Context: an optimization exercise on an open-source flow, tuned for small area. The choices shown serve that exercise and are no tape-out recipe. Function was checked by simulation only, so behaviour that the tests miss may differ from the original.

==> amber <==
Design stopwatch, start of the top module:
module stopwatch(
    reset,
    btnS,
    btnR,
    sw,
    clk,
    an,
    seg,
    Led,
    LedA,
    LedB
    );
==> module stopwatch, before the edit <==
module stopwatch(
    reset,
    btnS,
    btnR,
    sw,
    clk,
    an,
    seg,
    Led,
    LedA,
    LedB
    );
input reset;
input btnS;
input btnR;
output reg [2:0] Led;
output [1:0] LedA;
output reg LedB;
input [2:0] sw;
input clk;
output [3:0] an;
output [7:0] seg;
reg [1:0] m4;
reg [5:0] m63;
reg [8:0] m501;
reg [8:0] c2;
reg [2:0] m5;
wire even   = ~m4[0];
wire s62    = (m63 == 6'd32);
wire j501   = (m501 == 9'd289);
wire tick2  = (c2 == 9'd264);
wire j5     = (m5 == 3'd6);
wire tick1  = even & j501;
wire tick8  = even & s62;
wire tick4  = (m4 == 2'd1) & s62;
wire tick50 = even & j5;
wire ph2    = even & (m5 == 3'd3);      
wire ph5    = m4[0] & (m5 == 3'd4);     
always @(posedge clk) begin
    if (reset) begin
        m4   <= 2'd0;
        m63  <= 6'd1;
        m501 <= 9'd66;
        c2   <= 9'd21;
        m5   <= 3'd4;
    end else begin
        m4   <= m4 + 2'd1;
        m63  <= {m63[4:0],  m63[5] ^ m63[4]};
        m501 <= {m501[7:0], m501[8] ^ m501[3] ^ j501};
        c2   <= {c2[7:0],   c2[8] ^ c2[3] ^ tick2};
        m5   <= {m5[1:0],   m5[2] ^ m5[0] ^ j5};
    end
end
reg rst_db, btnR_db, pause, pauseLed;
assign LedA = {rst_db, pauseLed};
always @(posedge clk) begin
    if (reset) begin
        rst_db   <= 1'b0;
        btnR_db  <= 1'b0;
        pause    <= 1'b0;
        pauseLed <= 1'b0;
    end else if (tick8) begin
        rst_db  <= btnS;
        btnR_db <= btnR;
        if (btnR & ~btnR_db) begin
            pause    <= ~pause;
            pauseLed <= pause;
        end
    end
end
always @(posedge clk)
    Led <= reset ? 3'b000 : sw;
reg [3:0] su, mu;
reg [2:0] st, mt;
reg [1:0] pend;    
wire mode01 = ~sw[1] & sw[0];
wire cs     = mode01 ? tick2 : tick1;
wire go     = cs & ~pause & ~(sw[1] & sw[0]);
wire [1:0] op_now = sw[1] ? 2'd3 : (mode01 & sw[2]) ? 2'd2 : 2'd1;
wire hold   = go & ph2;
wire [1:0] op = (go & ~ph2) ? op_now : ph5 ? pend : 2'd0;
wire up   = (op == 2'd1);
wire upm  = (op == 2'd2);
wire dn   = (op == 2'd3);
wire su9 = (su == 4'd9), su0 = (su == 4'd0);
wire st5 = (st == 3'd5), st0 = (st == 3'd0);
wire mu9 = (mu == 4'd9), mu0 = (mu == 4'd0);
wire mt5 = (mt == 3'd5), mt0 = (mt == 3'd0);
wire e_st = (up & su9) | (dn & su0);
wire e_mu = (up & su9 & st5) | upm | (dn & su0 & st0);
wire e_mt = e_mu & (dn ? mu0 : mu9);
always @(posedge clk) begin
    if (reset | rst_db) begin
        su <= 4'd0; st <= 3'd0; mu <= 4'd0; mt <= 3'd0;
        pend <= 2'd0;
        LedB <= 1'b0;
    end else begin
        if (up | dn) su <= dn ? (su0 ? 4'd9 : su - 4'd1) : (su9 ? 4'd0 : su + 4'd1);
        if (e_st)    st <= dn ? (st0 ? 3'd5 : st - 3'd1) : (st5 ? 3'd0 : st + 3'd1);
        if (e_mu)    mu <= dn ? (mu0 ? 4'd9 : mu - 4'd1) : (mu9 ? 4'd0 : mu + 4'd1);
        if (e_mt)    mt <= dn ? (mt0 ? 3'd5 : mt - 3'd1) : (mt5 ? 3'd0 : mt + 3'd1);
        if (hold)      pend <= op_now;
        else if (ph5)  pend <= 2'd0;
        if (cs) begin
            if (pause) LedB <= 1'b1;
            else if (~(sw[1] & sw[0])) LedB <= 1'b0;
        end
    end
end
reg [1:0] digPos;
reg       valid;
reg       count_four;
reg [3:0] stage, segd;
reg       blank;    
always @(posedge clk) begin
    if (reset) begin
        digPos     <= 2'd0;
        valid      <= 1'b0;
        count_four <= 1'b0;
    end else begin
        if (tick4) count_four <= ~count_four;
        if (tick50) begin
            digPos <= digPos + 2'd1;
            if (digPos == 2'd1) valid <= 1'b1;
        end
    end
end
reg [3:0] cur;
always @(*) begin
    case (digPos)
        2'd0: cur = su;
        2'd1: cur = {1'b0, st};
        2'd2: cur = mu;
        default: cur = {1'b0, mt};
    endcase
end
always @(posedge clk) begin
    if (tick50) begin
        stage <= rst_db ? 4'd0 : cur;
        segd  <= stage;
        blank <= mode01 & count_four & (sw[2] == (digPos[1] ^ ~digPos[0]));
    end
end
wire [1:0] shown = digPos - 2'd2;
assign an[0] = ~valid | blank | (shown != 2'd0);
assign an[1] = ~valid | blank | (shown != 2'd1);
assign an[2] = ~valid | blank | (shown != 2'd2);
assign an[3] = ~valid | blank | (shown != 2'd3);
wire [3:0] d = segd;
wire [6:0] pat;
assign pat[0] = (~d[3] & ~d[2] & ~d[1] & d[0]) | (d[2] & ~d[1] & ~d[0]);
assign pat[1] = d[2] & (d[1] ^ d[0]);
assign pat[2] = ~d[2] & d[1] & ~d[0];
assign pat[3] = (~d[2] & ~d[1] & d[0]) | (d[2] & ~d[1] & ~d[0]) | (d[2] & d[1] & d[0]);
assign pat[4] = d[0] | (d[2] & ~d[1]);
assign pat[5] = (~d[3] & ~d[2] & d[0]) | (~d[2] & d[1]) | (d[1] & d[0]);
assign pat[6] = (~d[3] & ~d[2] & ~d[1]) | (d[2] & d[1] & d[0]);
assign seg = valid ? {digPos != 2'd0, pat} : 8'hFF;
endmodule
Settings: LEC_CHECK=0, ABC_AREA=1, CAP_MARGIN=20, CORE_MARGIN=2, CORE_UTILIZATION=60, CTS_BUF_LIST=sky130_fd_sc_hd__clkbuf_4, CTS_CLUSTER_DIAMETER=100, CTS_CLUSTER_SIZE=30, SLEW_MARGIN=20; clock period 10.0 ns.
standard.sh (not shown) runs the stock make flow with config.mk's settings and CLKGATE_MAP_FILE= SYNTH_SCRIPT=/design/flow/synth_recipe.tcl, a recipe that flattens the netlist after the stock synthesis.
==> flow/flow/run.sh <==
#!/bin/bash
# Own layout flow: the standard layout, with three changes.
#  1. Synthesis is the standard synthesis script with the ABC
#     mapping script replaced by an area-oriented one (flow/area.abc).
#     Yosys's own gate-level adder lowering is used instead of ORFS's
#     half/full-adder cell mapping, so ABC sees all combinational logic.
#     Everything else (and so every register) is unchanged.
#  2. Ports are buffered with sky130_fd_sc_hd__buf_1.
#  3. CTS uses clkbuf_4 and no dummy loads.
set -euo pipefail
HERE=$(pwd)
FL=$HERE/flow
# Same make command as standard.sh, with our synthesis script.
sed -e "s#SYNTH_SCRIPT=[^ ]*#SYNTH_SCRIPT=$FL/my_synth.tcl#" standard.sh > own_synth.sh
export MY_ABC_SCRIPT=$FL/area.abc
export MY_ABC_NOD=1
export MY_NO_ADDER=1
bash own_synth.sh synth > synth_own.log 2>&1
export BUFFER_PORTS_ARGS="-buffer_cell sky130_fd_sc_hd__buf_1"
export CTS_ARGS="-sink_clustering_enable -repair_clock_nets -sink_clustering_size 30 -sink_clustering_max_diameter 100 -buf_list sky130_fd_sc_hd__clkbuf_4 -dont_use_dummy_load"
bash standard.sh finish > layout.log 2>&1
==> flow/flow/area.abc <==
strash
&get -n
&deepsyn -T 20 -S 1
&put
dch -f
amap
topo
==> flow/flow/my_synth.tcl <==
proc synth {args} { yosys synth -nofsm -noshare {*}$args }
proc abc {args} {
  set i [lsearch -exact $args -script]
  if {$i >= 0 && [info exists ::env(MY_ABC_SCRIPT)]} { lset args [expr {$i + 1}] $::env(MY_ABC_SCRIPT) }
  set j [lsearch -exact $args -D]
  if {$j >= 0 && [info exists ::env(MY_ABC_NOD)]} { set args [lreplace $args $j [expr {$j + 1}]] }
  yosys abc {*}$args
}
if {[info exists ::env(MY_NO_ADDER)]} { unset -nocomplain ::env(ADDER_MAP_FILE) }
source $::env(SCRIPTS_DIR)/synth.tcl
# left out here: clear keep_hierarchy, flatten, clean up, hide names made inside functions, write 1_2_yosys.v
==> inputs of nickel, as changes to amber <==
--- a/flow/design.v
+++ b/flow/design.v
@@ -28,31 +28,27 @@
 output [7:0] seg;
-reg [1:0] m4;
-reg [5:0] m63;
-reg [8:0] m501;
-reg [8:0] c2;
-reg [2:0] m5;
-wire even   = ~m4[0];
-wire s62    = (m63 == 6'd32);
-wire j501   = (m501 == 9'd289);
-wire tick2  = (c2 == 9'd264);
-wire j5     = (m5 == 3'd6);
-wire tick1  = even & j501;
-wire tick8  = even & s62;
-wire tick4  = (m4 == 2'd1) & s62;
-wire tick50 = even & j5;
-wire ph2    = even & (m5 == 3'd3);      
-wire ph5    = m4[0] & (m5 == 3'd4);     
+reg [9:0] c1;    
+reg [8:0] c2;    
+reg [6:0] c8;    
+reg       p8;    
+reg [3:0] c10;   
+wire tick1  = &c1;
+wire tick2  = &c2;
+wire tick8  = &c8;
+wire tick4  = (c8 == 7'd64) & p8;   
+wire tick50 = &c10;
+wire ph2    = (c10 == 4'd13);       
+wire ph5    = (c10 == 4'd6);        
 always @(posedge clk) begin
     if (reset) begin
-        m4   <= 2'd0;
-        m63  <= 6'd1;
-        m501 <= 9'd66;
-        c2   <= 9'd21;
-        m5   <= 3'd4;
+        c1  <= 10'd523;
+        c2  <= 9'd261;
+        c8  <= 7'd65;
+        p8  <= 1'b0;
+        c10 <= 4'd11;
     end else begin
-        m4   <= m4 + 2'd1;
-        m63  <= {m63[4:0],  m63[5] ^ m63[4]};
-        m501 <= {m501[7:0], m501[8] ^ m501[3] ^ j501};
-        c2   <= {c2[7:0],   c2[8] ^ c2[3] ^ tick2};
-        m5   <= {m5[1:0],   m5[2] ^ m5[0] ^ j5};
+        c1  <= tick1  ? 10'd22 : c1 + 10'd1;
+        c2  <= tick2  ? 9'd10  : c2 + 9'd1;
+        c8  <= tick8  ? 7'd2   : c8 + 7'd1;
+        p8  <= p8 ^ tick8;
+        c10 <= tick50 ? 4'd6   : c10 + 4'd1;
     end
@@ -119,3 +115,3 @@
 reg [3:0] stage, segd;
-reg       blank;    
+reg       mHi, mLo;
 always @(posedge clk) begin
@@ -146,3 +142,4 @@
         segd  <= stage;
-        blank <= mode01 & count_four & (sw[2] == (digPos[1] ^ ~digPos[0]));
+        mHi   <= mode01 & count_four & sw[2];
+        mLo   <= mode01 & count_four & ~sw[2];
     end
@@ -150,6 +147,6 @@
 wire [1:0] shown = digPos - 2'd2;
-assign an[0] = ~valid | blank | (shown != 2'd0);
-assign an[1] = ~valid | blank | (shown != 2'd1);
-assign an[2] = ~valid | blank | (shown != 2'd2);
-assign an[3] = ~valid | blank | (shown != 2'd3);
+assign an[0] = ~valid | mLo | (shown != 2'd0);
+assign an[1] = ~valid | mLo | (shown != 2'd1);
+assign an[2] = ~valid | mHi | (shown != 2'd2);
+assign an[3] = ~valid | mHi | (shown != 2'd3);
 wire [3:0] d = segd;
==> flow/run.sh (new file) <==
#!/bin/bash
# synth_recipe.tcl (not shown) runs the flow's synth.tcl, then flattens the netlist and writes it again
# the make line also repeats each setting of config.mk as NAME=value (left out here)
make -C /OpenROAD-flow-scripts/flow DESIGN_CONFIG=/design/flow/config.mk WORK_HOME=/design/flow/orfs CLKGATE_MAP_FILE= SYNTH_SCRIPT=/design/flow/synth_recipe.tcl finish
- CORE_UTILIZATION: 60 -> 40
- CTS_BUF_LIST: sky130_fd_sc_hd__clkbuf_4 -> default
- CTS_CLUSTER_DIAMETER: 100 -> default
- CTS_CLUSTER_SIZE: 30 -> default
removed: flow/flow/run.sh
removed: flow/flow/area.abc
removed: flow/flow/my_synth.tcl
removed: flow/standard.sh
==> results.txt <==
Synthesis:
- The share of the Yosys chip area taken by registers is 41.8%.

Outcome:
- The flow ran to the end and the layout has no timing, DRC or antenna violations.

Floorplan:
- For this floorplan the total number of well-tap instances is 108.

Clocking:
- Clock latency on the worst-skew pair, taken at its later pin, is 0.34 ns.

Cells and area:
- In the layout the tool counted multi-input logic cells amounting to 328.

STA:
- The maximum frequency from static timing analysis is 267 MHz.

Worst setup path:
- The destination of the critical timing path is an[2].
[end of results for nickel]
==> results.txt <==
Cells and area:
- Across the whole layout, storage elements account for 1410 sq um.
- The total number of multi-input combinational cells is 194.

Synthesis:
- The most common cell in the synthesized netlist is sky130_fd_sc_hd__nor2_1.
- Summing the sequential cell areas from Yosys gives 53.6% of the chip area.

Outcome:
- The flow ran to the end and the layout has no timing, DRC or antenna violations.

Floorplan:
- The number of tapcells is 52.

Worst setup path:
- The cell count along the critical path is 27.

STA:
- Derived from the worst setup path, the maximum achievable clock frequency is 165 MHz.

Clocking:
- The later pin in the worst-skew pair is clocked with a latency of 0.40 ns.
[end of results for amber]

==> separate check: timing with driven ports <==
In the flow no input, the clock included, has a driving cell. The finished layouts below were timed again as built, in two steps. Step 1, drivers: a clkbuf_16 drives clk and a buf_2 each remaining input, both assumed. Step 2 times the ports against the registers' clock, not the clock port: input delays grow and output delays shrink by t, the midpoint of the rising clock arrivals with the driver on. Slacks: ideal ports / drivers / drivers and shift; pairs: ideal ports / drivers.
run	t (ns)	slack for setup (ns)	worst register clock-pin slew, ns	worst data-port slew with drivers (ns)
amber	0.412	3.922 / 3.923 / 3.510	0.11 / 0.11	0.03
nickel	0.360	6.252 / 6.222 / 5.935	0.08 / 0.08	0.03
After both steps every run listed still meets setup and hold. The setup slack of amber, which loses most, moves by +0.001 ns with the drivers and by -0.412 ns with both steps.
